What follows belongs to an exercise in optimizing a design on an open flow for small area and a short achievable clock period; a production flow would make more cautious choices. At most, simulation tests tie the RTL to the original design; equivalence was not proved. Function not checked in runs 5 to 8: the RTL went through the layout flow alone. No activity file was given, so power comes from the tool's default toggle rates.

$ cat design/flow/design.v
module Nand(
	input logic a,
	input logic b,
	output logic out
);
	assign out = ~(a & b);
endmodule
module Not(
	input logic in,
	output logic out
);
	Nand nand_(
		.a(in),
		.b(in),
		.out(out)
	);
endmodule
module And(
	input logic a,
	input logic b,
	output logic out
);
	logic nand_out;
	Nand nand_(
		.a(a),
		.b(b),
		.out(nand_out)
	);
	Not not_(
		.in(nand_out),
		.out(out)
	);
endmodule
module Or(
	input logic a,
	input logic b,
	output logic out
);
	logic not_a_out;
	Not not_a(
		.in(a),
		.out(not_a_out)
	);
	logic not_b_out;
	Not not_b(
		.in(b),
		.out(not_b_out)
	);
	Nand nand_(
		.a(not_a_out),
		.b(not_b_out),
		.out(out)
	);
endmodule
module Xor(
	input logic a,
	input logic b,
	output logic out
);
	logic a_or_b;
	Or or_(
		.a(a),
		.b(b),
		.out(a_or_b)
	);
	logic a_nand_b;
	Nand nand_(
		.a(a),
		.b(b),
		.out(a_nand_b)
	);
	And and_(
		.a(a_or_b),
		.b(a_nand_b),
		.out(out)
	);
endmodule
module Mux(
	input logic a,
	input logic b,
	input logic sel,
	output logic out
);
	logic not_sel;
	Not not_(
		.in(sel),
		.out(not_sel)
	);
	logic a_and_not_sel;
	And and1(
		.a(a),
		.b(not_sel),
		.out(a_and_not_sel)
	);
	logic b_and_sel;
	And and2(
		.a(b),
		.b(sel),
		.out(b_and_sel)
	);
	Or or_(
		.a(a_and_not_sel),
		.b(b_and_sel),
		.out(out)
	);
endmodule
module Mux16(
	input logic [msb:lsb] a,
	input logic [msb:lsb] b,
	input logic sel,
	output logic [msb:lsb] out
);
	localparam lsb = 0;
	localparam msb = 15;
	for (genvar i = lsb; i <= msb; ++i)
	begin : mux_loop
		Mux mux(
			.a(a[i]),
			.b(b[i]),
			.sel(sel),
			.out(out[i])
		);
	end
endmodule
module Not16(
	input logic [msb:lsb] in,
	output logic [msb:lsb] out
);
	localparam lsb = 0;
	localparam msb = 15;
	for (genvar i = lsb; i <= msb; ++i)
	begin : not_loop
		Not not_(
			.in(in[i]),
			.out(out[i])
		);
	end
endmodule
module And16(
	input logic [msb:lsb] a,
	input logic [msb:lsb] b,
	output logic [msb:lsb] out
);
	localparam lsb = 0;
	localparam msb = 15;
	for (genvar i = lsb; i <= msb; ++i)
	begin : and_loop
		And and_(
			.a(a[i]),
			.b(b[i]),
			.out(out[i])
		);
	end
endmodule
module Or8Way(
	input logic [7:0] in,
	output logic out
);
	logic or1_out;
	Or or1(
		.a(in[0]),
		.b(in[1]),
		.out(or1_out)
	);
	logic or2_out;
	Or or2(
		.a(in[2]),
		.b(in[3]),
		.out(or2_out)
	);
	logic or3_out;
	Or or3(
		.a(in[4]),
		.b(in[5]),
		.out(or3_out)
	);
	logic or4_out;
	Or or4(
		.a(in[6]),
		.b(in[7]),
		.out(or4_out)
	);
	logic or5_out;
	Or or5(
		.a(or1_out),
		.b(or2_out),
		.out(or5_out)
	);
	logic or6_out;
	Or or6(
		.a(or3_out),
		.b(or4_out),
		.out(or6_out)
	);
	Or or7(
		.a(or5_out),
		.b(or6_out),
		.out(out)
	);
endmodule
module HalfAdder(
	input logic a,
	input logic b,
	output logic sum,
	output logic carry
);
	Xor xor_(
		.a(a),
		.b(b),
		.out(sum)
	);
	And and_(
		.a(a),
		.b(b),
		.out(carry)
	);
endmodule
module FullAdder(
	input logic a,
	input logic b,
	input logic c,
	output logic sum,
	output logic carry
);
	logic sum1;
	logic carry1;
	HalfAdder ha1(
		.a(a),
		.b(b),
		.sum(sum1),
		.carry(carry1)
	);
	logic carry2;
	HalfAdder ha2(
		.a(sum1),
		.b(c),
		.sum(sum),
		.carry(carry2)
	);
	Or or_(
		.a(carry1),
		.b(carry2),
		.out(carry)
	);
endmodule
module Add16(
	input logic [msb:lsb] a,
	input logic [msb:lsb] b,
	output logic [msb:lsb] out
);
	localparam lsb = 0;
	localparam msb = 15;
	logic carries [lsb + 1:msb + 1];  
	HalfAdder ha(
		.a(a[lsb]),
		.b(b[lsb]),
		.sum(out[lsb]),
		.carry(carries[lsb + 1])
	);
	for (genvar i = lsb + 1; i <= msb; ++i)
	begin : adder_loop
		FullAdder fa(
			.a(a[i]),
			.b(b[i]),
			.c(carries[i]),
			.sum(out[i]),
			.carry(carries[i + 1])
		);
	end
endmodule
module Inc16(
	input logic [msb:lsb] in,
	output logic [msb:lsb] out
);
	localparam lsb = 0;
	localparam msb = 15;
	logic carries [lsb:msb + 1];  
	assign carries[lsb] = 1;
	for (genvar i = lsb; i <= msb; ++i)
	begin : adder_loop
		HalfAdder ha(
			.a(in[i]),
			.b(carries[i]),
			.sum(out[i]),
			.carry(carries[i + 1])
		);
	end
endmodule
module ALU(
	input logic [msb:lsb] x,
	input logic [msb:lsb] y,
	input logic zx,
	input logic nx,
	input logic zy,
	input logic ny,
	input logic f,
	input logic no,
	output logic [msb:lsb] out,
	output logic zr,
	output logic ng
);
	localparam lsb = 0;
	localparam msb = 15;
	logic [msb:lsb] in [0:1];
	assign in[0] = x;
	assign in[1] = y;
	logic z [0:1];
	assign z[0] = zx;
	assign z[1] = zy;
	logic n [0:1];
	assign n[0] = nx;
	assign n[1] = ny;
	logic [msb:lsb] operands [0:1];
	for (genvar i = 0; i <= 1; ++i)
	begin : operands_loop
		logic [msb:lsb] mux_z_out;
		Mux16 mux_z(
			.a(in[i]),
			.b(0),
			.sel(z[i]),
			.out(mux_z_out)
		);
		logic [msb:lsb] not_mux_z_out;
		Not16 not_mux_z(
			.in(mux_z_out),
			.out(not_mux_z_out)
		);
		Mux16 mux_n(
			.a(mux_z_out),
			.b(not_mux_z_out),
			.sel(n[i]),
			.out(operands[i])
		);
	end
	logic [msb:lsb] x_and_y;
	And16 and_operands(
		.a(operands[0]),
		.b(operands[1]),
		.out(x_and_y)
	);
	logic [msb:lsb] x_plus_y;
	Add16 add_operands(
		.a(operands[0]),
		.b(operands[1]),
		.out(x_plus_y)
	);
	logic [msb:lsb] mux_f_out;
	Mux16 mux_f(
		.a(x_and_y),
		.b(x_plus_y),
		.sel(f),
		.out(mux_f_out)
	);
	logic [msb:lsb] not_mux_f_out;
	Not16 not_mux_f(
		.in(mux_f_out),
		.out(not_mux_f_out)
	);
	Mux16 mux_no(
		.a(mux_f_out),
		.b(not_mux_f_out),
		.sel(no),
		.out(out)
	);
	logic or1_out;
	Or8Way or1(
		.in(out[msb / 2 : lsb]),
		.out(or1_out)
	);
	logic or2_out;
	Or8Way or2(
		.in(out[msb : msb / 2 + 1]),
		.out(or2_out)
	);
	logic or3_out;
	Or or3(
		.a(or1_out),
		.b(or2_out),
		.out(or3_out)
	);
	Not not_or3(
		.in(or3_out),
		.out(zr)
	);
	assign ng = out[msb];
endmodule
module DFF(
	input logic clk,
	input logic in,
	output logic out
);
	always_ff @(posedge clk)
		out <= in;
endmodule
module Bit(
	input logic clk,
	input logic in,
	input logic load,
	output logic out
);
	logic mux_out;
	Mux mux(
		.a(out),
		.b(in),
		.sel(load),
		.out(mux_out)
	);
	DFF dff(
		.clk(clk),
		.in(mux_out),
		.out(out)
	);
endmodule
module Register(
	input logic clk,
	input logic [msb:lsb] in,
	input logic load,
	output logic [msb:lsb] out
);
	localparam lsb = 0;
	localparam msb = 15;
	for (genvar i = lsb; i <= msb; ++i)
	begin : bit_loop
		Bit bit_(
			.clk(clk),
			.in(in[i]),
			.load(load),
			.out(out[i])
		);
	end
endmodule
module PC(
	input logic clk,
	input logic [15:0] in,
	input logic inc,
	input logic load,
	input logic reset,
	output logic [15:0] out
);
	logic [15:0] incremented;
	Inc16 inc16(
		.in(out),
		.out(incremented)
	);
	logic [15:0] mux_inc_out;
	Mux16 mux_inc(
		.a(out),
		.b(incremented),
		.sel(inc),
		.out(mux_inc_out)
	);
	logic [15:0] mux_load_out;
	Mux16 mux_load(
		.a(mux_inc_out),
		.b(in),
		.sel(load),
		.out(mux_load_out)
	);
	logic [15:0] mux_reset_out;
	Mux16 mux_reset(
		.a(mux_load_out),
		.b(0),
		.sel(reset),
		.out(mux_reset_out)
	);
	Register register(
		.clk(clk),
		.in(mux_reset_out),
		.load(1),
		.out(out)
	);
endmodule
module CPU(
	input logic clk,
	input logic [15:0] inM,
	input logic [15:0] instruction,
	input logic reset,
	output logic [15:0] outM,
	output logic writeM,
	output logic [14:0] addressM,
	output logic [14:0] pc
);
	logic [15:0] A_in;
	Mux16 mux_A(
		.a({1'b0, instruction[14:0]}),  
		.b(outM),  
		.sel(instruction[15]),
		.out(A_in)
	);
	logic [15:0] A_out;
	Register A(
		.clk(clk),
		.in(A_in),
		.load(~instruction[15] | instruction[5]),  
		.out(A_out)
	);
	logic [15:0] D_out;
	Register D(
		.clk(clk),
		.in(outM),  
		.load(instruction[15] & instruction[4]),  
		.out(D_out)
	);
	logic [15:0] mux_a_out;  
	Mux16 mux_a(
		.a(A_out),  
		.b(inM),  
		.sel(instruction[12]),  
		.out(mux_a_out)
	);
	logic zr;
	logic ng;
	ALU ALU(
		.x(D_out),
		.y(mux_a_out),
		.zx(instruction[11]),
		.nx(instruction[10]),
		.zy(instruction[9]),
		.ny(instruction[8]),
		.f(instruction[7]),
		.no(instruction[6]),
		.out(outM),
		.zr(zr),
		.ng(ng)
	);
	PC PC(
		.clk(clk),
		.in(A_out),  
		.inc(1),
		.load(
			instruction[15] & (
				instruction[2] & ng
				| instruction[1] & zr
				| instruction[0] & ~ng & ~zr
			)
		),
		.reset(reset),
		/*verilator lint_off WIDTHEXPAND*/
		.out(pc)
		/*verilator lint_on WIDTHEXPAND*/
	);
	assign writeM = instruction[15] & instruction[3];  
	assign addressM = A_out[14:0];
endmodule
$ cat design/flow/constraint.sdc
create_clock -name core_clock -period 12.5 [get_ports {clk}]
set_input_delay 2.5000 -clock core_clock [delete_from_list [all_inputs] [get_ports {clk}]]
set_output_delay 2.5000 -clock core_clock [all_outputs]
set_load 0.01 [all_outputs]
$ cat design/flow/run.sh
#!/bin/bash
# synth_recipe.tcl (not shown) runs the flow's synth.tcl, then flattens the netlist and writes it again
# the make line also repeats each setting of config.mk as NAME=value (left out here)
make -C /OpenROAD-flow-scripts/flow DESIGN_CONFIG=/design/flow/config.mk WORK_HOME=/design/flow/orfs CLKGATE_MAP_FILE= SYNTH_SCRIPT=/design/flow/synth_recipe.tcl finish
$ cat design/flow/config.mk
export PLATFORM = sky130hd
export DESIGN_NAME = CPU
export DESIGN_NICKNAME = CPU
export VERILOG_FILES = /design/flow/design.v
export SDC_FILE = /design/flow/constraint.sdc
export NUM_CORES = 4
export LEC_CHECK = 0
export CAP_MARGIN = 20
export CORE_MARGIN = 2
export CORE_UTILIZATION = 40
export SLEW_MARGIN = 20
==> results.cfg, run 1 <==
[outcome]
status = timing/DRC/antenna clean

[grt]
grt_pass1_wl_mm = 17.1
grt_max_degree = 44
antenna_found_initial = 0
first_global_vias = 3122
grt_use_total = 0.190
overflow = 0

[synthesis]
yosys_warnings = 18
syn_area_sq_um = 4360
synthesis.nets = 520
ys_ff_latch = 47
synth_edf_count = 32
synth_ff_type = edfxtp_1
synth_area_per_cell_sq_um = 9.84
seq_area_frac_synth = 0.289
yosysUniqueCellTypes = 53
ys_async_sr_fraction = 0
syn_inst = 443

[timing]
layout_min_cycle_time_ps = 12240
fin_crit_sh = 0.980
finalSetupViolCount = 0
max_slew_margin = 0.382
hold_violations = 0
slew_violations = 0
max_freq_mhz = 81.7
finalClockSkew_ps = 12.2
tightest_slew_ps = 926

[routing]
wl_mm = 10.8
drc = 0
detail_route.wl_per_cell_um = 17.6
drt_iter0_markers = 153
drtPass1Iterations = 4
ant_nets = 0
vias_per_cell = 5.09
num_vias = 3134

[cts]
post_cts_buffers = 0
clk_latency_ps = 310
clkSinkCount = 47
h-tree-depth = 2
numCtsBuffers = 5
clkTransAtPathRegs_ps = 100
clk_path_buf_depth = 2
cts_tree = done
root_buffer = clkbuf_8

[critical_path]
crit_required_ps = 10000
cp-end-kind = primary output
slowest_delay_ps = 490
crit_fanout = 4
arrival_ps = 9740
r2r_slack_ps = 4020
slowest_stage = clkdlybuf4s50_1
startpoint_type = primary input
crit_family = adder cells
reg2reg_to = PC.register.bit_loop[0].bit_.dff.out$_DFF_P_
critPathKind = primary input to primary output
r2r_cells = 26
path_buf_inv = 4

[placed_design]
portBuffers = 80
place_congestion = 0.874
dp_hpwl_mm = 8.19
post-place-cells = 608

[finish]
drive_gt1_frac = 0.141
area_growth_pct = 16.7
final_cells = 616
nets = 552
fill_cells = 1041
post-route-util = 0.473
diodes = 0

[pwr]
ir_drop_uv = 63.5
p_sw_frac = 0.375
pwr-share-clk = 0.166
internal-power_uw = 431
leakagePower_nw = 2.14
p_per_area_nw_per_um2 = 136
pwr-share-seq = 0.319
p_comb_frac = 0.515
switching_power_uw = 258

[floorplan]
row_count = 38
die_area_sq_um = 11700
io_pins = 81
coreArea_sq_um = 10700
chipWidth_um = 108
die_h_um = 108
start_util = 0.406

[flow_run]
maxCapViolCount = 0

[worst_hold_path]
hold_path.startpoint = PC.register.bit_loop[0].bit_.dff.out$_DFF_P_
hold_class = flip-flop to flip-flop
worst_hold_path.endpoint = PC.register.bit_loop[0].bit_.dff.out$_DFF_P_
holdPathStages = 2
## placed cells by master, fill, tap and decap left out, drive strengths merged, types with 2 or more instances in the layout
cell / n
xor2: 17
dlygate4sd2: 3
clkinv: 2
o21ai: 8
o31ai: 13
nand3b: 3
xnor2: 33
or3: 4
edfxtp: 32
nand4: 16
nand2: 12
dfxtp: 15
nor3: 14
mux2: 15
clkbuf: 6
nor2: 20
mux2i: 23
nand3: 4
inv: 36
fa: 14
buf: 20
or2: 2
a21oi: 15
nor2b: 3
and2: 3
a31oi: 5
nand2b: 17
ha: 29
clkdlybuf4s50: 76
and3: 7
## layout make-up
type | count | area, sq um | share of cell area
clock buffers | 6 | 93.8 | 0.0184
inverters | 36 | 135 | 0.0266
multi-input cells | 286 | 2470 | 0.485
flip-flops and latches | 47 | 1260 | 0.248
well taps | 140 | 175 | 0.0344
clock inverters | 2 | 17.5 | 0.00344
repair buffers | 99 | 935 | 0.184
## logic make-up after synthesis
family / after synthesis / synth area share
AO/OA/AOI/OAI: 47 / 0.0732
adder cells (fa/ha/maj): 43 / 0.148
AND/OR/NAND/NOR: 108 / 0.147
buffers and inverters: 110 / 0.148
XOR/XNOR: 50 / 0.102
multiplexers: 38 / 0.0924
flip-flops: 47 / 0.289
## cells in the mapped netlist, drive strengths merged, types with 4 or more instances
| cell | instances | area [sq um] |
|---|---|---|
| buf | 66 | 482 |
| inv | 35 | 131 |
| xnor2 | 33 | 289 |
| edfxtp | 32 | 961 |
| ha | 29 | 363 |
| mux2i | 23 | 234 |
| nor2 | 20 | 75.1 |
| nand2b | 17 | 106 |
| xor2 | 17 | 156 |
| nand4 | 16 | 121 |
| a21oi | 15 | 75.1 |
| dfxtp | 15 | 300 |
| mux2 | 15 | 169 |
| fa | 14 | 280 |
| nor3 | 14 | 86.3 |
| o31ai | 13 | 97.6 |
| nand2 | 12 | 47.6 |
| clkbuf | 8 | 30.0 |
| o21ai | 8 | 40.0 |
| and3 | 7 | 45.1 |
| a31oi | 5 | 31.3 |
| nand3 | 4 | 20.0 |
| or3 | 4 | 25.0 |
## metal layers
layer / GRT usage / up-vias / wire [um]
met5: 0 / - / 0
met4: 0.0485 / 0 / 79
met3: 0.0283 / 4 / 616
met2: 0.299 / 101 / 5000
met1: 0.274 / 1516 / 5130
li1: - / 1513 / -
## per-stage QoR
stage               hold WS [ps]  TNS (ps)  total power [mW]  worst slack, ps  cell area, sq um
floorplan                    523         0             0.477              131              4360
global placement             554      -740             0.574             -380              4960
detailed placement           565      -934             0.578             -502              4960
CTS                          589         0             0.693             43.0              5070
global route                 615     -3.11             0.735            -3.11              5090
finish                       581         0             0.690              255              5090
## worst register-to-register path, stage by stage, from the launching register on
cell and delay (ps):
edfxtp_1 450, mux2i_1 170, nor2_1 70, xor2_1 140, ha_2 200, inv_1 50, fa_1 370, fa_2 350
fa_1 390, fa_2 360, fa_2 390, fa_1 390, fa_2 350, fa_1 380, fa_1 380, fa_1 390
fa_2 360, fa_2 350, fa_2 360, fa_1 480, inv_1 60, or3_1 360, a31oi_1 230, nand4_2 220
o2111a_2 440, nor3_2 330, mux2_1 350
## power by group through the flow
stage / Sequential [mW] / Clock, mW / Combinational (mW)
3_5_place_dp: 0.225 / 0 / 0.354
5_1_grt: 0.223 / 0.122 / 0.391
6_report: 0.220 / 0.114 / 0.355
3_3_place_gp: 0.224 / 0 / 0.349
2_1_floorplan: 0.215 / 0 / 0.262
4_1_cts: 0.221 / 0.116 / 0.356
## what timing repair did
item                                    CTS  global route
hold buffers                              0             0
pin swaps                                 1             1
endpoints found under the setup margin    3             3
resized for setup                         5             6
## worst max-delay path by stage
stage / to / cells past startpoint / start / slack (ps)
after floorplan: outM[15] / 26 / instruction[12] / 130
after global placement: outM[15] / 25 / instruction[12] / -380
after detailed placement: outM[15] / 25 / instruction[12] / -500
after CTS: outM[15] / 25 / inM[0] / 40
after global routing: outM[15] / 25 / inM[0] / -3
final: outM[15] / 25 / inM[0] / 260
==> run 2: changes to the inputs <==
==> design/flow/design.v (replaced) <==
module CPU(
	input logic clk,
	input logic [15:0] inM,
	input logic [15:0] instruction,
	input logic reset,
	output logic [15:0] outM,
	output logic writeM,
	output logic [14:0] addressM,
	output logic [14:0] pc
);
	logic [15:0] A, D;
	logic [14:0] PC;
	wire c = instruction[15];
	wire [15:0] y0 = instruction[12] ? inM : A;
	wire [15:0] x = ({16{~instruction[11]}} & D) ^ {16{instruction[10]}};
	wire [15:0] y = ({16{~instruction[9]}} & y0) ^ {16{instruction[8]}};
	wire [15:0] r = instruction[7] ? (x + y) : (x & y);
	assign outM = r ^ {16{instruction[6]}};
	wire zr = (outM == 16'd0);
	wire ng = outM[15];
	wire jmp = c & ((instruction[2] & ng) | (instruction[1] & zr) | (instruction[0] & ~ng & ~zr));
	always_ff @(posedge clk) begin
		if (~c) A <= {1'b0, instruction[14:0]};
		else if (instruction[5]) A <= outM;
		if (c & instruction[4]) D <= outM;
		if (reset) PC <= 15'd0;
		else if (jmp) PC <= A[14:0];
		else PC <= PC + 15'd1;
	end
	assign writeM = c & instruction[3];
	assign addressM = A[14:0];
	assign pc = PC;
endmodule
--- a/design/flow/config.mk
+++ b/design/flow/config.mk
@@ -9,3 +9,4 @@
 export CORE_MARGIN = 2
 export CORE_UTILIZATION = 40
+export SETUP_SLACK_MARGIN = 5
 export SLEW_MARGIN = 20
==> run 2 against run 1 <==
Utilization increased by 11 points. Global-route usage increased by 3.3 points. Synthesized cell count increased by 9.9%.
==> results.cfg, run 2 <==
[floorplan]
row_count = 38
chipWidth_um = 109
die_h_um = 109
coreArea_sq_um = 10700
start_util = 0.408
die_area_sq_um = 11800
io_pins = 81

[synthesis]
yosysTopAreaCell = edfxtp_1
synth.most_common_cell = nor2_1
ys_top_cells_by_count = 50 x nor2_1, 36 x xnor2_1, 31 x edfxtp_1
synth_ff_type = edfxtp_1
ys_ff_latch = 47
synth_area_per_cell_sq_um = 8.99
yosys_warnings = 1
yosysUniqueCellTypes = 70
seq_area_frac_synth = 0.286
yosysTopAreaCellShare = 0.213
synthTopCellsByArea = edfxtp_1 21%, dfxtp_1 7.3%, xnor2_1 7.2%
synth_edf_count = 31
syn_area_sq_um = 4380
syn_inst = 487
ys_async_sr_fraction = 0
synthesis.nets = 539

[pwr]
internal-power_uw = 541
pwr-share-seq = 0.244
p_per_area_nw_per_um2 = 143
switching_power_uw = 354
p_comb_frac = 0.617
pwr-share-clk = 0.139
p_sw_frac = 0.395
leakagePower_nw = 2.49
ir_drop_uv = 57.0

[grt]
overflow = 0
grt_max_degree = 44
first_global_vias = 3883
grt_use_total = 0.224
antenna_found_initial = 1
grt_pass1_wl_mm = 20.4

[routing]
ant_nets = 0
num_vias = 4036
detail_route.wl_per_cell_um = 18.7
drc = 0
vias_per_cell = 5.54
drt_iter0_markers = 282
drtPass1Iterations = 5
wl_mm = 13.6

[critical_path]
crit_fanout = 5
slowest_stage = or4_4
path_buf_inv = 3
slowest_delay_ps = 440
arrival_ps = 5350
crit_family = simple AND/OR/NAND/NOR gates
cp-end-kind = primary output
critPathKind = primary input to primary output
crit_path_frequent_cell = or4_4
crit_required_ps = 10000
crit_chain = buf_16 > mux2i_1 > nor2_1 > xor2_2 > buf_4 > fa_2 > a211oi_4 > nor4_4 > or4_4 > and3_4 > or4_4 > and2_4 > buf_6
startpoint_type = primary input

[placed_design]
place_congestion = 0.898
portBuffers = 80
dp_hpwl_mm = 8.70

[cts]
clkSinkCount = 47
ctsHoldBuffers = 0
root_buffer = clkbuf_8
clk_latency_ps = 320
numCtsBuffers = 5
clkTransAtPathRegs_ps = 90
clk_path_buf_depth = 2
h-tree-depth = 2
cts_tree = done

[timing]
max_freq_mhz = 127
tightest_slew_ps = 1020
hold_violations = 0
fin_crit_sh = 0.628
max_slew_margin = 0.318
slew_violations = 0
layout_min_cycle_time_ps = 7850
rsz0062_at_grt = true
finalClockSkew_ps = 11.3
finalSetupViolCount = 0
tns_ps = 0

[flow_run]
maxCapViolCount = 0

[finish]
reg_top3 = A (16), D (16), PC (15)
post-route-util = 0.584
fill_cells = 965
nets = 639
area_growth_pct = 43.3
drive_gt1_frac = 0.304
layout_commonest_cell = buf_4
final_cell_mix = 55 x buf_4, 53 x clkdlybuf4s50_1, 47 x nor2_1

[outcome]
status = timing/DRC/antenna clean

[worst_hold_path]
hold_class = flip-flop to flip-flop
## run 2: cell types whose count changed after synthesis, moves of 12 or more
cell	change
fa_1	-13
nor2_1	+30
inv_1	-22
nand4_1	-12
ha_1	-12
buf_4	-31
nor2b_1	+17
## run 2: layer usage
metal / wire length [um] / up-vias / GRT usage
met5: 0 / - / 0
met4: 354 / 0 / 0.0815
met2: 6460 / 154 / 0.373
li1: - / 1923 / -
met1: 6000 / 1933 / 0.291
met3: 792 / 26 / 0.0383
## run 2: final timing paths
check                                        start                  to  slack, ps  depth (start not counted)
worst max-delay path               instruction[12]            outM[12]       4650                         13
worst min-delay path            A[15]$_SDFFE_PN0P_  A[15]$_SDFFE_PN0P_        530                          2
worst max register to register      A[1]$_DFFE_PP_    PC[0]$_SDFF_PP0_       7600                         18
worst min register to register  A[15]$_SDFFE_PN0P_  A[15]$_SDFFE_PN0P_        530                          2
## run 2: power by group through the flow
stage | Sequential, mW | Combinational [mW] | Clock (mW)
after floorplan | 0.220 | 0.267 | 0
after global placement | 0.221 | 0.386 | 0
after detailed placement | 0.221 | 0.390 | 0
after CTS | 0.218 | 0.457 | 0.127
after global routing | 0.222 | 0.588 | 0.133
final | 0.218 | 0.552 | 0.125
## run 2: logic make-up (layout without fill, tap and decap cells)
logic type	after synthesis	in the layout	share of synthesized area
AO/OA/AOI/OAI	83	83	0.145
XOR/XNOR	56	56	0.112
adder cells (fa/ha/maj)	18	18	0.0531
buffers and inverters	57	158	0.0677
flip-flops	47	47	0.286
multiplexers	49	49	0.127
other	0	1	0
AND/OR/NAND/NOR	177	177	0.209
## run 2: tightest hold or removal path, delay by kind of cell (launching register included)
kind | cells | cell delay [ps]
flops | 1 | 340
mux | 1 | 60
simple gates | 1 | 90
## run 2: metrics by stage
| step | area (sq um) | std cells | total power, mW | setup WS (ps) | hold slack, ps |
|---|---|---|---|---|---|
| after detailed placement | 5160 | 667 | 0.611 | 3100 | 510 |
| final | 6280 | 729 | 0.894 | 4650 | 527 |
| after floorplan | 4470 | 487 | 0.487 | 4830 | 482 |
| after CTS | 5760 | 698 | 0.802 | 4460 | 531 |
| after global routing | 6280 | 729 | 0.942 | 4550 | 558 |
| after global placement | 5160 | 667 | 0.607 | 3100 | 502 |
## run 2: layout make-up
class | count | area [sq um] | share of cell area
multi-input cells | 383 | 3400 | 0.542
diodes | 1 | 2.50 | 0.000399
flip-flops and latches | 47 | 1250 | 0.199
clock buffers | 8 | 123 | 0.0195
inverters | 14 | 52.6 | 0.00837
repair buffers | 136 | 1270 | 0.202
well taps | 140 | 175 | 0.0279
## run 2: repair_timing
item / 4_1_cts / 5_1_grt
setup buffers: 23 / 30
pin swaps: 28 / 47
gates resized for setup: 108 / 67
endpoints found under the setup margin: 31 / 14
==> run 3: changes to the inputs <==
==> design/flow/flow/run.sh (new file) <==
#!/bin/bash
cp standard.sh standard_sh_copy.txt
cp config.mk config_copy.txt
export BUFFER_PORTS_ARGS="-buffer_cell sky130_fd_sc_hd__buf_1"
bash standard.sh > standard.log 2>&1
==> design/flow/standard.sh (new file) <==
#!/bin/bash
# synth_recipe.tcl (not shown) runs the flow's synth.tcl, then flattens the netlist and writes it again
# the make line also repeats each setting of config.mk as NAME=value (left out here)
make -C /OpenROAD-flow-scripts/flow DESIGN_CONFIG=/design/flow/config.mk WORK_HOME=/design/flow/orfs CLKGATE_MAP_FILE= SYNTH_SCRIPT=/design/flow/synth_recipe.tcl "${@:-finish}"
--- a/design/flow/config.mk
+++ b/design/flow/config.mk
@@ -9,4 +9,3 @@
 export CORE_MARGIN = 2
 export CORE_UTILIZATION = 40
-export SETUP_SLACK_MARGIN = 5
 export SLEW_MARGIN = 20
removed: design/flow/run.sh
==> run 3 against run 2 <==
Global-route usage is 3.0 points lower. Total power is 26% lower. Area after synthesis stayed put. Wire length is 17% lower. Clock skew is 1.7 ps higher. Hold slack better by 2.1 ps. Synthesized cell count stayed put. Sequential share of layout area is 6.4 points higher. Setup slack worse by 630 ps. Flip-flop and latch count stayed put. Largest cell class unchanged.
==> results.cfg, run 3 <==
[floorplan]
start_util = 0.408
chipWidth_um = 109
die_area_sq_um = 11800
row_count = 38
coreArea_sq_um = 10700
die_h_um = 109
io_pins = 81

[pwr]
pwr-share-clk = 0.170
p_comb_frac = 0.502
switching_power_uw = 280
p_sw_frac = 0.422
power.total_uw = 664
p_per_area_nw_per_um2 = 140
ir_drop_uv = 49.3
internal-power_uw = 384
leakagePower_nw = 1.79
pwr-share-seq = 0.328

[routing]
vias_per_cell = 5.54
num_vias = 3750
ant_nets = 0
drt_iter0_markers = 357
drc = 0
detail_route.wl_per_cell_um = 16.7
wl_mm = 11.3
drtPass1Iterations = 5

[timing]
max_freq_mhz = 118
layout_setup_ws_ps = 4020
tightest_slew_ps = 886
tns_ps = 0
finalSetupViolCount = 0
slew_violations = 0
max_slew_margin = 0.410
hold_violations = 0
rsz0062_at_grt = false
fin_crit_sh = 0.679
finalClockSkew_ps = 12.9
layout_min_cycle_time_ps = 8480

[cts]
clk_latency_ps = 320
h-tree-depth = 2
post_cts_buffers = 0
clk_path_buf_depth = 2
clkSinkCount = 47
cts_resized = 0
clkTransAtPathRegs_ps = 90
ctsHoldBuffers = 0
numCtsBuffers = 5
cts_tree = done
root_buffer = clkbuf_8

[synthesis]
synth_area_per_cell_sq_um = 8.99
synthesis.nets = 539
syn_inst = 487
yosysUniqueCellTypes = 70
syn_area_sq_um = 4380
synth.most_common_cell = nor2_1
synth_edf_count = 31
yosysTopAreaCellShare = 0.213
ys_async_sr_fraction = 0
yosys_warnings = 1
ys_ff_latch = 47
synthTopCellsByArea = edfxtp_1 21%, dfxtp_1 7.3%, xnor2_1 7.2%
ys_top_cells_by_count = 50 x nor2_1, 36 x xnor2_1, 31 x edfxtp_1
synth_ff_type = edfxtp_1
seq_area_frac_synth = 0.286
yosysTopAreaCell = edfxtp_1

[placed_design]
dp_hpwl_mm = 8.39
pre_cts_slack_ps = 3840
portBuffers = 80
place_congestion = 0.895

[grt]
antenna_found_initial = 0
overflow = 0
grt_use_total = 0.193
grt_max_degree = 44
first_global_vias = 3389
grt_pass1_wl_mm = 17.7

[outcome]
status = timing/DRC/antenna clean

[finish]
final_cell_mix = 78 x buf_1, 50 x nor2_1, 36 x xnor2_1
layout_commonest_cell = buf_1
drive_gt1_frac = 0.0857
diodes = 0
nets = 588
reg_top3 = A (16), D (16), PC (15)
area_growth_pct = 8.66

[flow_run]
maxCapViolCount = 0

[critical_path]
cp-end-kind = primary output
critPathKind = primary input to primary output
arrival_ps = 5980
startpoint_type = primary input
crit_fanout = 17
crit_required_ps = 10000

[worst_hold_path]
hold_class = flip-flop to flip-flop
[run 3: cell counts after synthesis]
No cell type changed its count.
[run 3: path summary, 6_finish.rpt]
check                          start                  to  slack, ps  cells past startpoint
setup reg to reg      A[2]$_DFFE_PP_    PC[2]$_SDFF_PP0_       7650                     13
hold reg to reg   A[15]$_SDFFE_PN0P_  A[15]$_SDFFE_PN0P_        530                      2
hold / removal    A[15]$_SDFFE_PN0P_  A[15]$_SDFFE_PN0P_        530                      2
setup / recovery      instruction[9]            outM[12]       4020                     12
[run 3: routing by layer]
metal	global-route usage	share of wire
met3	0.0323	0.063
met1	0.263	0.46
met2	0.316	0.46
met5	0	0
met4	0.0577	0.018
[run 3: cell families after synthesis]
kind of cell	after synthesis	share of synthesized area
buffers and inverters	57	0.0677
AND/OR/NAND/NOR	177	0.209
flip-flops	47	0.286
multiplexers	49	0.127
adder cells (fa/ha/maj)	18	0.0531
AO/OA/AOI/OAI	83	0.145
XOR/XNOR	56	0.112
[run 3: stage by stage]
step | instances | util | area [sq um] | hold WS [ps]
6_report | 677 | 0.443 | 4760 | 529
5_1_grt | 677 | 0.443 | 4760 | 578
4_1_cts | 677 | 0.443 | 4760 | 533
3_5_place_dp | 669 | 0.433 | 4650 | 510
3_3_place_gp | 669 | 0.433 | 4650 | 501
2_1_floorplan | 487 | - | 4380 | 482
[run 3: layout make-up]
type	instances	area (sq um)
inverters	14	52.6
clock buffers	6	93.8
repair buffers	85	340
clock inverters	2	13.8
multi-input cells	383	2830
well taps	140	175
flip-flops and latches	47	1250
fillers	1073	5990
[run 3: critical path, cell delays in order]
cell	delay, ps
buf_1	530
nor2_1	140
xor2_1	180
ha_1	320
fa_1	450
a211oi_1	330
nor4_1	120
or4_1	450
and3_1	200
or4_1	420
and2_1	210
buf_1	130
[run 3: power groups by stage]
| stage | registers, mW | clock network, mW | logic, mW |
|---|---|---|---|
| after floorplan | 0.220 | 0 | 0.258 |
| after global placement | 0.220 | 0 | 0.328 |
| after detailed placement | 0.221 | 0 | 0.330 |
| after CTS | 0.218 | 0.116 | 0.333 |
| after global routing | 0.221 | 0.122 | 0.368 |
| final | 0.218 | 0.113 | 0.334 |
==> run 4: changes to the inputs <==
==> design/flow/run.sh (new file) <==
#!/bin/bash
# synth_recipe.tcl (not shown) runs the flow's synth.tcl, then flattens the netlist and writes it again
# the make line also repeats each setting of config.mk as NAME=value (left out here)
make -C /OpenROAD-flow-scripts/flow DESIGN_CONFIG=/design/flow/config.mk WORK_HOME=/design/flow/orfs CLKGATE_MAP_FILE= SYNTH_SCRIPT=/design/flow/synth_recipe.tcl finish
removed: design/flow/flow/run.sh
removed: design/flow/standard.sh
==> run 4 against run 3 <==
Area after synthesis is the same. Flip-flop and latch count unchanged. Hold slack improved by 18 ps. Final cell count is 0.30% lower. Utilization increased by 4.6 points. Critical path depth is 1 higher. Global-route usage is 0.42 points higher. Clock power rose by 9.7%. First-iteration DRC count shrank 39%.
==> results.cfg, run 4 <==
[floorplan]
start_util = 0.408
row_count = 38
die_area_sq_um = 11800
io_pins = 81
chipWidth_um = 109
die_h_um = 109
coreArea_sq_um = 10700

[placed_design]
place_congestion = 0.882
dp_hpwl_mm = 8.42
portBuffers = 80

[pwr]
p_comb_frac = 0.528
ir_drop_uv = 48.5
p_per_area_nw_per_um2 = 138
switching_power_uw = 278
pwr-share-clk = 0.172
p_sw_frac = 0.384
leakagePower_nw = 1.99
internal-power_uw = 446
power.total_uw = 724
pwr-share-seq = 0.300

[routing]
num_vias = 3684
vias_per_cell = 5.46
drc = 0
ant_nets = 0
wl_mm = 11.3
detail_route.wl_per_cell_um = 16.7
drt_iter0_markers = 218
drtPass1Iterations = 5

[synthesis]
synthTopCellsByArea = edfxtp_1 21%, dfxtp_1 7.3%, xnor2_1 7.2%
syn_area_sq_um = 4380
yosysTopAreaCellShare = 0.213
synth_edf_count = 31
yosys_warnings = 1
synth_ff_type = edfxtp_1
synth.most_common_cell = nor2_1
yosysUniqueCellTypes = 70
seq_area_frac_synth = 0.286
syn_inst = 487
ys_ff_latch = 47
synth_area_per_cell_sq_um = 8.99
synthesis.nets = 539
ys_async_sr_fraction = 0
ys_top_cells_by_count = 50 x nor2_1, 36 x xnor2_1, 31 x edfxtp_1
yosysTopAreaCell = edfxtp_1

[grt]
overflow = 0
grt_pass1_wl_mm = 18.2
grt_max_degree = 44
antenna_found_initial = 0
grt_use_total = 0.198
first_global_vias = 3561

[finish]
reg_top3 = A (16), D (16), PC (15)
nets = 586
layout_commonest_cell = clkdlybuf4s50_1
area_growth_pct = 20.0
diodes = 0
final_cell_mix = 80 x clkdlybuf4s50_1, 50 x nor2_1, 36 x xnor2_1
drive_gt1_frac = 0.0766

[critical_path]
critPathKind = primary input to primary output
crit_fanout = 17
crit_required_ps = 10000
startpoint_type = primary input
crit_chain = clkdlybuf4s50_1 > mux2i_1 > nor2_1 > xor2_1 > ha_1 > fa_1 > a211oi_1 > nor4_1 > or4_1 > and3_1 > or4_1 > and2_1 > clkdlybuf4s50_1
cp-end-kind = primary output
r2r_slack_ps = 7760
slowest_stage = clkdlybuf4s50_1
slowest_delay_ps = 1090
arrival_ps = 7080

[timing]
finalClockSkew_ps = 11.1
tightest_slew_ps = 1100
finalSetupViolCount = 0
max_slew_margin = 0.263
fin_crit_sh = 0.767
max_freq_mhz = 104
rsz0062_at_grt = false
slew_violations = 0
layout_min_cycle_time_ps = 9580
tns_ps = 0
hold_violations = 0

[cts]
cts_resized = 0
post_cts_buffers = 0
root_buffer = clkbuf_8
ctsHoldBuffers = 0
clk_path_buf_depth = 2
numCtsBuffers = 5
clkSinkCount = 47
cts_tree = done
clk_latency_ps = 320
clkTransAtPathRegs_ps = 90
h-tree-depth = 2

[outcome]
status = timing/DRC/antenna clean

[flow_run]
maxCapViolCount = 0

[worst_hold_path]
hold_class = flip-flop to flip-flop
[run 4: cell counts after synthesis]
Identical to the previous run, type by type.
[run 4: metrics by stage]
step	util	hold slack (ps)	worst slack, ps	cell area [sq um]	cells
finish	0.489	547	2920	5260	675
global route	0.489	589	2630	5260	675
CTS	0.489	546	2900	5260	675
detailed placement	0.478	527	2930	5130	667
global placement	0.478	504	2930	5130	667
floorplan	-	482	4060	4380	487
[run 4: logic make-up after synthesis]
kind of cell / share of synthesized area
and+or+nand+nor: 0.209
adders and majority gates: 0.0531
muxes: 0.127
xor gates and xnor gates: 0.112
buffers and inverters: 0.0677
AOI/OAI and AO/OA: 0.145
DFF: 0.286
[run 4: path summary, 6_finish.rpt]
kind	startpoint	endpoint	depth (start not counted)
worst max-delay path	instruction[12]	outM[12]	13
worst min-delay path	A[15]$_SDFFE_PN0P_	A[15]$_SDFFE_PN0P_	2
worst max register to register	A[0]$_DFFE_PP_	PC[2]$_SDFF_PP0_	14
worst min register to register	A[15]$_SDFFE_PN0P_	A[15]$_SDFFE_PN0P_	2
[run 4: layer usage]
| layer | routed length (um) | GRT usage | part of all wire | vias to the layer above |
|---|---|---|---|---|
| met4 | 174 | 0.0458 | 0.015 | 0 |
| met3 | 645 | 0.0281 | 0.057 | 11 |
| met5 | 0 | 0 | 0 | - |
| li1 | - | - | - | 1833 |
| met1 | 5310 | 0.268 | 0.47 | 1732 |
| met2 | 5170 | 0.333 | 0.46 | 108 |
[run 4: area by class of cell]
cell class | count | area [sq um]
clock buffer | 8 | 123
fill | 1070 | 5490
inverter | 14 | 52.6
multi-input combinational | 383 | 2830
sequential | 47 | 1250
tap | 140 | 175
timing repair buffer | 83 | 823
[run 4: power by group through the flow]
stage                     sequential [mW]  combinational [mW]  clock [mW]
final                               0.217               0.383       0.124
after global routing                0.221               0.419       0.132
after global placement              0.221               0.377           0
after floorplan                     0.220               0.258           0
after detailed placement            0.221               0.380           0
after CTS                           0.218               0.383       0.127
[run 4: worst max-delay path: cells and delay by family]
family / cells / cell delay [ps]
compound gates: 1 / 320
buf+inv: 2 / 1570
mux: 1 / 270
fa+ha+maj: 2 / 780
xor+xnor: 1 / 170
simple gates: 6 / 1460
==> run 5: changes to the inputs <==
--- a/design/flow/design.v
+++ b/design/flow/design.v
@@ -11,10 +11,36 @@
 	logic [15:0] A, D;
 	logic [14:0] PC;
-	wire c = instruction[15];
-	wire [15:0] y0 = instruction[12] ? inM : A;
-	wire [15:0] x = ({16{~instruction[11]}} & D) ^ {16{instruction[10]}};
-	wire [15:0] y = ({16{~instruction[9]}} & y0) ^ {16{instruction[8]}};
-	wire [15:0] r = instruction[7] ? (x + y) : (x & y);
-	assign outM = r ^ {16{instruction[6]}};
+	wire c  = instruction[15];
+	wire am = instruction[12];
+	wire zx = instruction[11];
+	wire nx = instruction[10];
+	wire zy = instruction[9];
+	wire ny = instruction[8];
+	wire f  = instruction[7];
+	wire no = instruction[6];
+	wire [15:0] x = ({16{~zx}} & D) ^ {16{nx}};
+	wire [15:0] y = ((am ? inM : A) & {16{~zy}}) ^ {16{ny}};
+	wire [15:0] g = x & y;
+	wire [15:0] p = x ^ y;
+	wire [15:0] gf = g & {16{f}};
+	logic [15:0] G [0:4];
+	logic [15:0] P [0:4];
+	assign G[0] = gf;
+	assign P[0] = p;
+	for (genvar l = 0; l < 4; l++) begin : lvl
+		for (genvar i = 0; i < 16; i++) begin : bitn
+			if ((i >> l) & 1) begin : comb
+				localparam int j = ((i >> l) << l) - 1;
+				assign G[l+1][i] = G[l][i] | (P[l][i] & G[l][j]);
+				assign P[l+1][i] = P[l][i] & P[l][j];
+			end else begin : pass
+				assign G[l+1][i] = G[l][i];
+				assign P[l+1][i] = P[l][i];
+			end
+		end
+	end
+	wire [15:0] cin = {G[4][14:0], 1'b0};
+	wire [15:0] t = (f ? p : g) ^ {16{no}};
+	assign outM = t ^ cin;
 	wire zr = (outM == 16'd0);
 	wire ng = outM[15];
==> design/flow/flow/run.sh (new file) <==
#!/bin/bash
cp standard.sh standard_sh_copy.txt
cp config.mk config_copy.txt
export BUFFER_PORTS_ARGS="-buffer_cell sky130_fd_sc_hd__buf_1"
bash standard.sh > standard.log 2>&1
==> design/flow/standard.sh (new file) <==
#!/bin/bash
# synth_recipe.tcl (not shown) runs the flow's synth.tcl, then flattens the netlist and writes it again
# the make line also repeats each setting of config.mk as NAME=value (left out here)
make -C /OpenROAD-flow-scripts/flow DESIGN_CONFIG=/design/flow/config.mk WORK_HOME=/design/flow/orfs CLKGATE_MAP_FILE= SYNTH_SCRIPT=/design/flow/synth_recipe.tcl "${@:-finish}"
removed: design/flow/run.sh
==> run 5 against run 4 <==
Register-to-register slack got worse by 450 ps. Synthesized cell count fell by 12%. Via count down 13%. Die area shrank 7.5%. Sequential share of layout area rose by 4.4 points. Clock skew fell by 0.98 ps. Total power is 8.4% lower. Global-route usage shrank 1.1 points. Final cell count is 9.2% lower. Largest power group unchanged.
==> results.cfg, run 5 <==
[outcome]
status = timing/DRC/antenna clean

[placed_design]
placed_area_sq_um = 4300
post-place-cells = 605
dp_hpwl_mm = 7.72
portBuffers = 80
place_congestion = 0.860

[critical_path]
critPathKind = primary input to primary output
arrival_ps = 5880
startpoint_type = primary input
path_buf_inv = 2
cp-end-kind = primary output
slowest_delay_ps = 470
crit_family = compound AO/OA/AOI/OAI gates
crit_start = instruction[12]
r2r-start = A[3]$_DFFE_PP_
r2r_cells = 14
crit_fanout = 17
slowest_stage = a2111o_1
critical_path_depth = 13
crit_required_ps = 10000
crit_chain = clkbuf_2 > mux2i_1 > nor2_1 > xor2_1 > ha_1 > a21o_1 > a22o_1 > a2111o_1 > a31o_2 > xor2_1 > mux2i_1 > xnor2_1 > buf_1

[floorplan]
io_pins = 81
chipWidth_um = 104
row_count = 36
die_h_um = 104
coreArea_sq_um = 9770
start_util = 0.413
die_area_sq_um = 10900

[worst_hold_path]
hold_path.startpoint = A[15]$_SDFFE_PN0P_
hold_class = flip-flop to flip-flop
holdPathStages = 2

[finish]
final_cell_mix = 77 x buf_1, 45 x nor2_1, 39 x xnor2_1
diodes = 0
stdcell_area_sq_um = 4430
area_growth_pct = 9.76
post-route-util = 0.453
layout_commonest_cell = buf_1
drive_gt1_frac = 0.0938
nets = 530
reg_top3 = A (16), D (16), PC (15)
final_cells = 613
fill_cells = 996

[synthesis]
synthTopCellsByArea = edfxtp_1 23%, xnor2_1 8.5%, dfxtp_1 7.9%
seq_area_frac_synth = 0.310
yosysTopAreaCell = edfxtp_1
ys_ff_latch = 47
synth_simple_gate_area_frac = 0.180
synth_edf_count = 31
synth_top_family_by_area = simple AND/OR/NAND/NOR gates
synth_xor_area_frac = 0.154
ys_top_cells_by_count = 45 x nor2_1, 39 x xnor2_1, 32 x xor2_1
synth_ff_type = edfxtp_1
synthMuxAreaShare = 0.145
syn_area_sq_um = 4040
synthesis.nets = 479
synth.most_common_cell = nor2_1
ys_async_sr_fraction = 0
yosys_warnings = 3
synth_area_per_cell_sq_um = 9.43
syn_inst = 428
yosysTopAreaCellShare = 0.231
yosysUniqueCellTypes = 52
synthAdderAreaFrac = 0.0527
synth_compound_area_frac = 0.0939

[routing]
ant_nets = 0
vias_per_cell = 5.22
wl_mm = 10.1
drt_iter0_markers = 224
drtPass1Iterations = 4
num_vias = 3201
drc = 0
detail_route.wl_per_cell_um = 16.5

[timing]
tns_ps = 0
fin_crit_sh = 0.670
max_slew_margin = 0.346
layout_min_cycle_time_ps = 8380
finalClockSkew_ps = 10.1
hold_violations = 0
max_freq_mhz = 119
tightest_slew_ps = 981
finalSetupViolCount = 0
rsz0062_at_grt = false
slew_violations = 0

[cts]
post_cts_buffers = 0
cts_tree = done
clk_latency_ps = 310
clkSinkCount = 47
root_buffer = clkbuf_8
clkTransAtPathRegs_ps = 90
clk_path_buf_depth = 2
ctsHoldBuffers = 0
numCtsBuffers = 5
h-tree-depth = 2
cts_resized = 0

[grt]
grt_pass1_wl_mm = 16.2
overflow = 0
grt_max_degree = 33
antenna_found_initial = 0
grt_use_total = 0.186
first_global_vias = 3146

[flow_run]
maxCapViolCount = 0

[pwr]
p_per_area_nw_per_um2 = 150
leakagePower_nw = 1.72
ir_drop_uv = 59.1
-- run 5: stage by stage --
stage / hold slack [ps] / total power, mW / worst slack, ps
2_1_floorplan: 482 / 0.472 / 4300
3_3_place_gp: 499 / 0.541 / 3760
3_5_place_dp: 534 / 0.546 / 3690
4_1_cts: 557 / 0.668 / 3660
5_1_grt: 608 / 0.710 / 3850
6_report: 547 / 0.663 / 4120
-- run 5: final timing paths --
| kind | end | slack (ps) |
|---|---|---|
| max reg2reg | PC[0]$_SDFF_PP0_ | 7310 |
| min reg2reg | A[15]$_SDFFE_PN0P_ | 550 |
| min | A[15]$_SDFFE_PN0P_ | 550 |
| max | outM[11] | 4120 |
-- run 5: logic make-up after synthesis --
group / after synthesis
and+or+nand+nor: 140
DFF: 47
AOI/OAI and AO/OA: 54
adders and majority gates: 17
buffers and inverters: 47
muxes: 52
xor gates and xnor gates: 71
-- run 5: cell type report --
type,count,area [sq um],share of cell area
Tap cell,133,166,0.0376
Timing Repair Buffer,85,342,0.0771
Sequential cell,47,1250,0.282
Inverter,6,22.5,0.00508
Multi-Input combinational cell,334,2530,0.570
Clock buffer,8,123,0.0277
-- run 5: worst reg2reg max path: stages (launching register included) --
cell and delay, ps:
edfxtp_1 420, mux2i_1 150, nor2_1 70, xor2_1 180
ha_1 350, a21o_1 210, a22o_1 350, a2111o_1 480
nand4_1 130, nand4_2 230, or4_1 560, or4_1 490
nor4_1 200, o311a_1 830, mux2_2 430
-- run 5: layer usage --
metal	global-route usage	share of wire	vias up
met5	0	0	-
met2	0.302	0.46	83
met1	0.259	0.48	1524
li1	-	-	1586
met4	0.0405	0.011	0
met3	0.0332	0.056	8
-- run 5: report_power, final --
part	internal, mW	switching, mW	leakage [nW]
sequential	0.203	0.0212	0.434
clock	0.0640	0.0563	0.0618
combinational	0.134	0.185	1.22
==> run 6: changes to the inputs <==
==> design/flow/flow/run.sh (replaced) <==
#!/bin/bash
# Layout flow: the standard ORFS flow (standard.sh) with two changes:
#  - synthesis maps the logic with the ABC script in flow/abc.script
#    (ORFS's synth.tcl otherwise unchanged; same -nofsm -noshare, flatten and renames)
#  - port buffers are sky130_fd_sc_hd__buf_1 instead of the default choice
set -euo pipefail
W=$PWD
sed "s#log_cmd abc {\*}\$abc_args#log_cmd abc {*}[lreplace \$abc_args 1 1 $W/flow/abc.script]#" \
  "$FLOW_HOME/scripts/synth.tcl" > "$W/synth_custom.tcl"
grep -q "flow/abc.script" "$W/synth_custom.tcl"
sed "s#\$::env(SCRIPTS_DIR)/synth.tcl#$W/synth_custom.tcl#" synth_recipe.tcl > "$W/synth_top.tcl"
grep -q "synth_custom.tcl" "$W/synth_top.tcl"
EXTRA=()
if [[ -f flow/make_args.txt ]]; then mapfile -t EXTRA < <(grep -v '^\s*$' flow/make_args.txt); fi
bash standard.sh SYNTH_SCRIPT="$W/synth_top.tcl" \
  "BUFFER_PORTS_ARGS=-buffer_cell sky130_fd_sc_hd__buf_1" "${EXTRA[@]}" finish > "$W/flow.log" 2>&1
==> design/flow/flow/abc.script (new file) <==
strash; dch; map -a; topo; stime -c
==> design/flow/flow/make_args.txt (new file) <==
==> run 6 against run 5 <==
Still clean. Clock skew fell by 4.0 ps. Critical path depth rose by 5. Die area fell by 13%. Final cell count rose by 0.49%. Sequential share of layout area rose by 3.7 points. Clock power barely moved. Sequential power barely moved. Flip-flop and latch count did not move. Non-clock buffer count fell by 2. Critical path type unchanged. Largest cell class unchanged.
==> results.cfg, run 6 <==
[cts]
root_buffer = clkbuf_8
cts_resized = 0
clk_path_buf_depth = 2
h-tree-depth = 2
post_cts_buffers = 0
numCtsBuffers = 5
ctsHoldBuffers = 0
cts_tree = done
clk_latency_ps = 310
clkSinkCount = 47
clkTransAtPathRegs_ps = 90

[critical_path]
crit_fanout = 18
crit_family = buffers and inverters
crit_path_frequent_cell = clkinv_1
startpoint_type = primary input
arrival_ps = 7020
crit_start = instruction[12]
crit_chain = buf_1 > clkinv_1 > nand2_1 > a21oi_1 > xor2_1 > ha_1 > a21oi_1 > clkinv_1 > a221oi_1 > nor3_1 > a2111oi_0 > nor2_1 > clkinv_1 > nor2_1 > a221oi_1 > xor2_1 > clkinv_1 > buf_1
r2r-start = A[1]$_DFFE_PP_
crit_required_ps = 10000
critPathKind = primary input to primary output
path_buf_inv = 6
slowest_stage = a2111oi_0
slowest_delay_ps = 590
cp-end-kind = primary output

[worst_hold_path]
hold_class = flip-flop to flip-flop
hold_path.startpoint = PC[0]$_SDFF_PP0_

[grt]
first_global_vias = 2993
grt_use_total = 0.203
overflow = 0
grt_max_degree = 28
antenna_found_initial = 0
grt_pass1_wl_mm = 15.4

[synthesis]
yosysUniqueCellTypes = 26
ys_ff_latch = 47
synthTopCellsByArea = edfxtp_1 27%, xor2_1 16%, nand2_1 13%
synth_ff_type = edfxtp_1
yosys_warnings = 3
ys_async_sr_fraction = 0
yosysTopAreaCellShare = 0.268
syn_area_sq_um = 3470
ys_top_cells_by_count = 121 x nand2_1, 63 x xor2_1, 35 x a21oi_1
synth_area_per_cell_sq_um = 7.96
synth_edf_count = 31
seq_area_frac_synth = 0.360
synth.most_common_cell = nand2_1
yosysTopAreaCell = edfxtp_1
syn_inst = 436
synthesis.nets = 487

[finish]
diodes = 0
nets = 561
fill_cells = 862
drive_gt1_frac = 0.0235
reg_top3 = A (16), D (16), PC (15)
layout_commonest_cell = nand2_1
regArea_sq_um = 1250
area_growth_pct = 13.0
multi_input_area_sq_um = 1980
final_cell_mix = 121 x nand2_1, 80 x buf_1, 63 x xor2_1

[floorplan]
die_area_sq_um = 9440
chipWidth_um = 97.2
row_count = 33
start_util = 0.418
die_h_um = 97.2
io_pins = 81
coreArea_sq_um = 8300

[timing]
hold_violations = 0
max_slew_margin = 0.287
slew_violations = 0
finalClockSkew_ps = 6.10
fin_crit_sh = 0.761
tightest_slew_ps = 1070
max_freq_mhz = 105
finalSetupViolCount = 0
hold_slack_ps = 508
layout_min_cycle_time_ps = 9520
rsz0062_at_grt = false
tns_ps = 0

[routing]
drtPass1Iterations = 4
vias_per_cell = 5.10
num_vias = 3139
drc = 0
detail_route.wl_per_cell_um = 15.4
ant_nets = 0
drt_iter0_markers = 119
wl_mm = 9.52

[outcome]
status = timing/DRC/antenna clean

[pwr]
power.total_uw = 601
ir_drop_uv = 70.7
leakagePower_nw = 1.51
p_per_area_nw_per_um2 = 153

[placed_design]
place_congestion = 0.905
portBuffers = 80
dp_hpwl_mm = 7.33

[flow_run]
maxCapViolCount = 0
[run 6: cell count changes after synthesis, moves of 19 or more]
cell,previous run,this run
a21oi_1,12,35
mux2i_1,26,0
nor2_1,45,23
nand2_1,15,121
nor2b_1,19,0
clkinv_1,0,33
xor2_1,32,63
nand2b_1,22,0
xnor2_1,39,10
[run 6: path summary, 6_finish.rpt]
check                            to  slack [ps]  depth (start not counted)
hold / removal     PC[0]$_SDFF_PP0_         510                          1
setup reg to reg  PC[14]$_SDFF_PP0_        6890                         23
hold reg to reg    PC[0]$_SDFF_PP0_         510                          1
setup / recovery           outM[13]        2980                         18
[run 6: stage by stage]
step / instances / instance area (sq um) / util / setup slack, ps
after floorplan: 436 / 3470 / - / 4570
after global placement: 608 / 3800 / 0.458 / 3360
after detailed placement: 608 / 3800 / 0.458 / 3120
after CTS: 616 / 3920 / 0.472 / 3080
after global routing: 616 / 3920 / 0.472 / 2540
final: 616 / 3920 / 0.472 / 2980
[run 6: kinds of logic after synthesis]
group	after synthesis	share of synthesized area
and+or+nand+nor	171	0.198
buffers and inverters	49	0.0703
xor gates and xnor gates	73	0.184
DFF	47	0.360
adders and majority gates	17	0.0613
AOI/OAI and AO/OA	79	0.126
[run 6: layer usage]
| layer | track usage | share of wire | up-vias |
|---|---|---|---|
| li1 | - | - | 1601 |
| met1 | 0.295 | 0.49 | 1436 |
| met2 | 0.323 | 0.45 | 96 |
| met3 | 0.0288 | 0.051 | 6 |
| met4 | 0.0444 | 0.0085 | 0 |
| met5 | 0 | 0 | - |
[run 6: cell type report]
cell class,instances,area share
Timing Repair Buffer,83,0.0823
Multi-Input combinational cell,340,0.504
Clock buffer,5,0.0175
Tap cell,105,0.0335
Clock inverter,3,0.0121
Inverter,33,0.0316
Sequential cell,47,0.319
[run 6: power breakdown]
| group | internal, mW | leakage (nW) | switching, mW |
|---|---|---|---|
| Combinational | 0.0864 | 1.01 | 0.170 |
| Clock | 0.0607 | 0.0587 | 0.0583 |
| Sequential | 0.204 | 0.438 | 0.0209 |
| Total | 0.351 | 1.51 | 0.250 |
==> run 7: changes to the inputs <==
--- a/design/flow/config.mk
+++ b/design/flow/config.mk
@@ -9,3 +9,4 @@
 export CORE_MARGIN = 2
 export CORE_UTILIZATION = 40
+export SETUP_SLACK_MARGIN = 3.5
 export SLEW_MARGIN = 20
==> run 7 against run 6 <==
Final area up 0.32%. First-iteration DRC count is 10% higher. Sequential power is essentially flat. Largest cell class unchanged. Sequential share of layout area shrank 0.10 points. Largest power group unchanged. Clock-buffer cell count did not move. Setup slack improved by 920 ps. Area after synthesis stayed put. Clock skew about the same. Fmax increased by 11%. Die area is the same.
==> results.cfg, run 7 <==
[critical_path]
cp-end-kind = primary output
crit_required_ps = 10000
r2r_cells = 23
arrival_ps = 6100
crit_fanout = 17
startpoint_type = primary input
critPathKind = primary input to primary output

[floorplan]
die_area_sq_um = 9440
chipWidth_um = 97.2
die_h_um = 97.2
coreArea_sq_um = 8300
row_count = 33
start_util = 0.418
io_pins = 81

[synthesis]
yosys_warnings = 3
seq_area_frac_synth = 0.360
syn_inst = 436
yosysTopAreaCellShare = 0.268
synthesis.nets = 487
synth_area_per_cell_sq_um = 7.96
synth.most_common_cell = nand2_1
yosysUniqueCellTypes = 26
synthTopCellsByArea = edfxtp_1 27%, xor2_1 16%, nand2_1 13%
syn_area_sq_um = 3470
ys_top_cells_by_count = 121 x nand2_1, 63 x xor2_1, 35 x a21oi_1
synth_ff_type = edfxtp_1
yosysTopAreaCell = edfxtp_1
synth_edf_count = 31
ys_ff_latch = 47
ys_async_sr_fraction = 0

[routing]
drtPass1Iterations = 4
drc = 0
drt_iter0_markers = 131
wl_mm = 9.52
detail_route.wl_per_cell_um = 15.5
ant_nets = 0
num_vias = 3147
vias_per_cell = 5.11

[finish]
final_cell_mix = 121 x nand2_1, 79 x buf_1, 63 x xor2_1
drive_gt1_frac = 0.0313
final_cells = 616
nets = 561
area_growth_pct = 13.3
layout_commonest_cell = nand2_1
fill_cells = 861
reg_top3 = A (16), D (16), PC (15)
post-route-util = 0.474
diodes = 0

[cts]
clkTransAtPathRegs_ps = 90
h-tree-depth = 2
clkSinkCount = 47
post_cts_buffers = 0
clk_latency_ps = 310
root_buffer = clkbuf_8
numCtsBuffers = 5
cts_tree = done
clk_path_buf_depth = 2

[timing]
rsz0062_at_grt = false
finalSetupViolCount = 0
layout_min_cycle_time_ps = 8600
hold_slack_ps = 508
finalClockSkew_ps = 5.94
max_slew_margin = 0.291
tns_ps = 0
max_freq_mhz = 116
hold_violations = 0
tightest_slew_ps = 1060
fin_crit_sh = 0.688
slew_violations = 0
layout_setup_ws_ps = 3900

[pwr]
leakagePower_nw = 1.51
p_sw_frac = 0.415
pwr-share-seq = 0.374
pwr-share-clk = 0.197
p_per_area_nw_per_um2 = 153
ir_drop_uv = 71.3
switching_power_uw = 250
internal-power_uw = 352
p_comb_frac = 0.429

[worst_hold_path]
hold_class = flip-flop to flip-flop
holdPathStages = 1

[grt]
grt_use_total = 0.203
grt_max_degree = 28
antenna_found_initial = 0
grt_pass1_wl_mm = 15.4
first_global_vias = 2993
overflow = 0

[placed_design]
portBuffers = 80
place_congestion = 0.905
pre_cts_slack_ps = 3120
post-place-cells = 608
dp_hpwl_mm = 7.33

[outcome]
status = timing/DRC/antenna clean

[flow_run]
maxCapViolCount = 0
-- run 7: cell counts after synthesis --
Identical to the previous run, type by type.
-- run 7: cells by family after synthesis --
kind of cell	count (synthesis)	synth area share
buffers and inverters	49	0.0703
xor gates and xnor gates	73	0.184
DFF	47	0.360
and+or+nand+nor	171	0.198
adders and majority gates	17	0.0613
AOI/OAI and AO/OA	79	0.126
-- run 7: layout make-up --
class | instances | area [sq um] | area share
clock buffer | 5 | 68.8 | 0.0175
clock inverter | 3 | 47.5 | 0.0121
inverter | 33 | 129 | 0.0328
multi-input combinational | 340 | 1980 | 0.504
sequential | 47 | 1250 | 0.318
tap | 105 | 131 | 0.0334
timing repair buffer | 83 | 324 | 0.0824
-- run 7: worst paths after layout --
path | slack [ps] | to | from
setup / recovery | 3900 | outM[13] | instruction[8]
hold / removal | 510 | PC[0]$_SDFF_PP0_ | PC[0]$_SDFF_PP0_
setup reg to reg | 7260 | PC[14]$_SDFF_PP0_ | A[1]$_DFFE_PP_
hold reg to reg | 510 | PC[0]$_SDFF_PP0_ | PC[0]$_SDFF_PP0_
-- run 7: power by group through the flow --
stage / Combinational [mW] / Sequential [mW] / Clock (mW)
2_1_floorplan: 0.182 / 0.227 / 0
3_3_place_gp: 0.252 / 0.228 / 0
3_5_place_dp: 0.255 / 0.229 / 0
4_1_cts: 0.257 / 0.226 / 0.121
5_1_grt: 0.290 / 0.229 / 0.127
6_report: 0.258 / 0.225 / 0.119
-- run 7: metal layers --
metal	up-vias	global-route usage	wire, um
li1	1598	-	-
met1	1444	0.295	4610
met2	99	0.323	4340
met3	6	0.0288	486
met4	0	0.0444	81
met5	-	0	0
-- run 7: worst max-delay path, cell delays in order --
cell and delay [ps]:
buf_1 760, xor2_1 160, ha_1 340, a21oi_1 250, clkinv_1 130, a221oi_1 340, nor3_1 100, a2111oi_2 310
nor2_1 200, clkinv_1 100, nor2_1 40, a221oi_1 310, xor2_1 260, clkinv_1 140, buf_1 150
-- run 7: repair_timing --
action / CTS / global route
gates resized for setup: 2 / 3
gates cloned: 0 / 0
setup endpoints to repair: 7 / 6
hold endpoints to repair: 0 / 0
pin swaps: 0 / 0
hold buffers: 0 / 0
-- run 7: through the flow --
step / cell area (sq um) / total power [mW]
after detailed placement: 3800 / 0.484
after global routing: 3930 / 0.646
after CTS: 3920 / 0.604
after floorplan: 3470 / 0.409
after global placement: 3800 / 0.480
final: 3930 / 0.602
==> run 8: changes to the inputs <==
--- a/design/flow/config.mk
+++ b/design/flow/config.mk
@@ -9,4 +9,4 @@
 export CORE_MARGIN = 2
 export CORE_UTILIZATION = 40
-export SETUP_SLACK_MARGIN = 3.5
+export SETUP_SLACK_MARGIN = 4.5
 export SLEW_MARGIN = 20
==> run 8 against run 7 <==
Global-route usage increased by 0.42 points. Critical path depth increased by 4. Die area stayed put. Total power grew 2.3%. Highest routed layer unchanged.
==> results.cfg, run 8 <==
[critical_path]
critPathKind = primary input to primary output
r2r_slack_ps = 7600
crit_required_ps = 10000
arrival_ps = 5400
reg2reg_to = PC[14]$_SDFF_PP0_
crit_fanout = 18
startpoint_type = primary input
slowest_stage = xor2_1
slowest_delay_ps = 290
r2r-start = A[1]$_DFFE_PP_
crit_chain = buf_6 > clkinv_8 > nand2_1 > a21oi_1 > xor2_1 > ha_1 > a21oi_2 > clkinv_1 > a221oi_2 > nor3_1 > a2111oi_2 > buf_4 > nor2_2 > clkinv_1 > nor2_1 > a221oi_2 > xor2_1 > inv_2 > buf_1
cp-end-kind = primary output
r2r_cells = 24

[routing]
drtPass1Iterations = 4
wl_mm = 9.68
drt_iter0_markers = 135
drc = 0
detail_route.wl_per_cell_um = 15.6
ant_nets = 0
num_vias = 3143
vias_per_cell = 5.08

[pwr]
switching_power_uw = 256
pwr-share-clk = 0.194
pwr-share-seq = 0.365
p_sw_frac = 0.416
p_comb_frac = 0.441
internal-power_uw = 360
p_per_area_nw_per_um2 = 153
leakagePower_nw = 1.56
ir_drop_uv = 70.8

[timing]
max_freq_mhz = 127
rsz0062_at_grt = true
tightest_slew_ps = 759
layout_min_cycle_time_ps = 7900
fin_crit_sh = 0.632
finalSetupViolCount = 0
max_slew_margin = 0.492
hold_violations = 0
finalClockSkew_ps = 5.91
tns_ps = 0
slew_violations = 0

[grt]
grt_pass1_wl_mm = 15.7
antenna_found_initial = 0
first_global_vias = 3043
overflow = 0
grt_max_degree = 28
grt_use_total = 0.208

[synthesis]
ys_top_cells_by_count = 121 x nand2_1, 63 x xor2_1, 35 x a21oi_1
yosysUniqueCellTypes = 26
syn_area_sq_um = 3470
synthesis.nets = 487
yosysTopAreaCellShare = 0.268
synth_ff_type = edfxtp_1
yosys_warnings = 3
synthTopCellsByArea = edfxtp_1 27%, xor2_1 16%, nand2_1 13%
syn_inst = 436
yosysTopAreaCell = edfxtp_1
synth_edf_count = 31
ys_ff_latch = 47
seq_area_frac_synth = 0.360
synth_area_per_cell_sq_um = 7.96
synth.most_common_cell = nand2_1
ys_async_sr_fraction = 0

[finish]
drive_gt1_frac = 0.0564
final_cell_mix = 121 x nand2_1, 77 x buf_1, 62 x xor2_1
area_growth_pct = 15.8
diodes = 0
final_cells = 619
reg_top3 = A (16), D (16), PC (15)
fill_cells = 850
nets = 564
layout_commonest_cell = nand2_1

[cts]
clkTransAtPathRegs_ps = 90
numCtsBuffers = 5
h-tree-depth = 2
cts_tree = done
clk_path_buf_depth = 2
clkSinkCount = 47
root_buffer = clkbuf_8
ctsHoldBuffers = 0
clk_latency_ps = 310

[floorplan]
start_util = 0.418
coreArea_sq_um = 8300
chipWidth_um = 97.2
die_h_um = 97.2
row_count = 33
io_pins = 81
die_area_sq_um = 9440

[worst_hold_path]
hold_path.startpoint = PC[0]$_SDFF_PP0_
holdPathStages = 1
hold_class = flip-flop to flip-flop
worst_hold_path.endpoint = PC[0]$_SDFF_PP0_

[placed_design]
dp_hpwl_mm = 7.33
post-place-cells = 608
place_congestion = 0.905
portBuffers = 80

[outcome]
status = timing/DRC/antenna clean

[flow_run]
maxCapViolCount = 0
==> run 8: cell count changes in the layout (fill, tap and decap cells not counted), moves of 2 or more <==
cell,before,now
buf_1,79,77
buf_4,3,6
a221oi_1,2,0
a21oi_2,0,2
a21oi_1,35,33
clkinv_1,31,29
a221oi_2,0,2
==> run 8: what timing repair did <==
action | 4_1_cts | 5_1_grt
endpoints found under the hold margin | 0 | 0
pin swaps | 2 | 2
setup buffers | 2 | 1
setup endpoints to repair | 17 | 7
resized for setup | 21 | 4
==> run 8: final cells by class <==
class | count | area, sq um | area share
well taps | 105 | 131 | 0.0327
inverters | 33 | 153 | 0.0380
multi-input cells | 340 | 2010 | 0.501
clock inverters | 3 | 47.5 | 0.0118
flip-flops and latches | 47 | 1250 | 0.311
repair buffers | 86 | 355 | 0.0884
clock buffers | 5 | 68.8 | 0.0171
==> run 8: power groups by stage <==
stage	Combinational, mW	Clock, mW	Sequential, mW
5_1_grt	0.303	0.127	0.229
6_report	0.271	0.120	0.225
3_5_place_dp	0.255	0	0.229
4_1_cts	0.267	0.121	0.226
2_1_floorplan	0.182	0	0.227
3_3_place_gp	0.252	0	0.228
==> run 8: worst max-delay path: cells and delay by family <==
| kind | cells | cell delay, ps |
|---|---|---|
| AO/OA/AOI/OAI | 5 | 1080 |
| XOR/XNOR | 2 | 460 |
| AND/OR/NAND/NOR | 4 | 240 |
| adder cells (fa/ha/maj) | 1 | 280 |
| buffers and inverters | 7 | 840 |
==> run 8: through the flow <==
stage	util	total power, mW	hold slack, ps	area, sq um	worst slack [ps]
2_1_floorplan	-	0.409	491	3470	4570
3_3_place_gp	0.458	0.480	477	3800	3360
3_5_place_dp	0.458	0.484	494	3800	3120
4_1_cts	0.482	0.614	516	4000	4520
5_1_grt	0.484	0.659	535	4020	4460
6_report	0.484	0.616	508	4020	4600
==> run 8: worst max path at each step <==
| stage | start | endpoint | slack, ps | cells past startpoint |
|---|---|---|---|---|
| detailed placement | instruction[12] | outM[13] | 3120 | 18 |
| global placement | instruction[12] | outM[13] | 3360 | 18 |
| floorplan | instruction[10] | outM[13] | 4570 | 14 |
| CTS | instruction[11] | outM[13] | 4520 | 17 |
| finish | instruction[12] | outM[13] | 4600 | 19 |
| global route | instruction[12] | outM[13] | 4460 | 19 |
==> run 8: cell families (layout without fill, tap and decap cells) <==
kind of cell             after synthesis  in the layout  synth area share
AO/OA/AOI/OAI                         79             79             0.126
XOR/XNOR                              73             73             0.184
adder cells (fa/ha/maj)               17             17            0.0613
buffers and inverters                 49            127            0.0703
flip-flops                            47             47             0.360
AND/OR/NAND/NOR                      171            171             0.198
==> run 8: layer usage <==
| metal | global-route usage | up-vias | part of all wire |
|---|---|---|---|
| met5 | 0 | - | 0 |
| met4 | 0.0444 | 0 | 0.010 |
| met3 | 0.0288 | 8 | 0.046 |
| met2 | 0.335 | 79 | 0.46 |
| met1 | 0.297 | 1447 | 0.48 |
| li1 | - | 1609 | - |

Check on run 8: ideal ports give 4.603 ns setup slack; a clkbuf_16 on the clock port and buf_2 on the inputs give 4.565 ns; moving port delays by the midpoint clock arrival (0.338 ns) as well gives 4.565 ns.
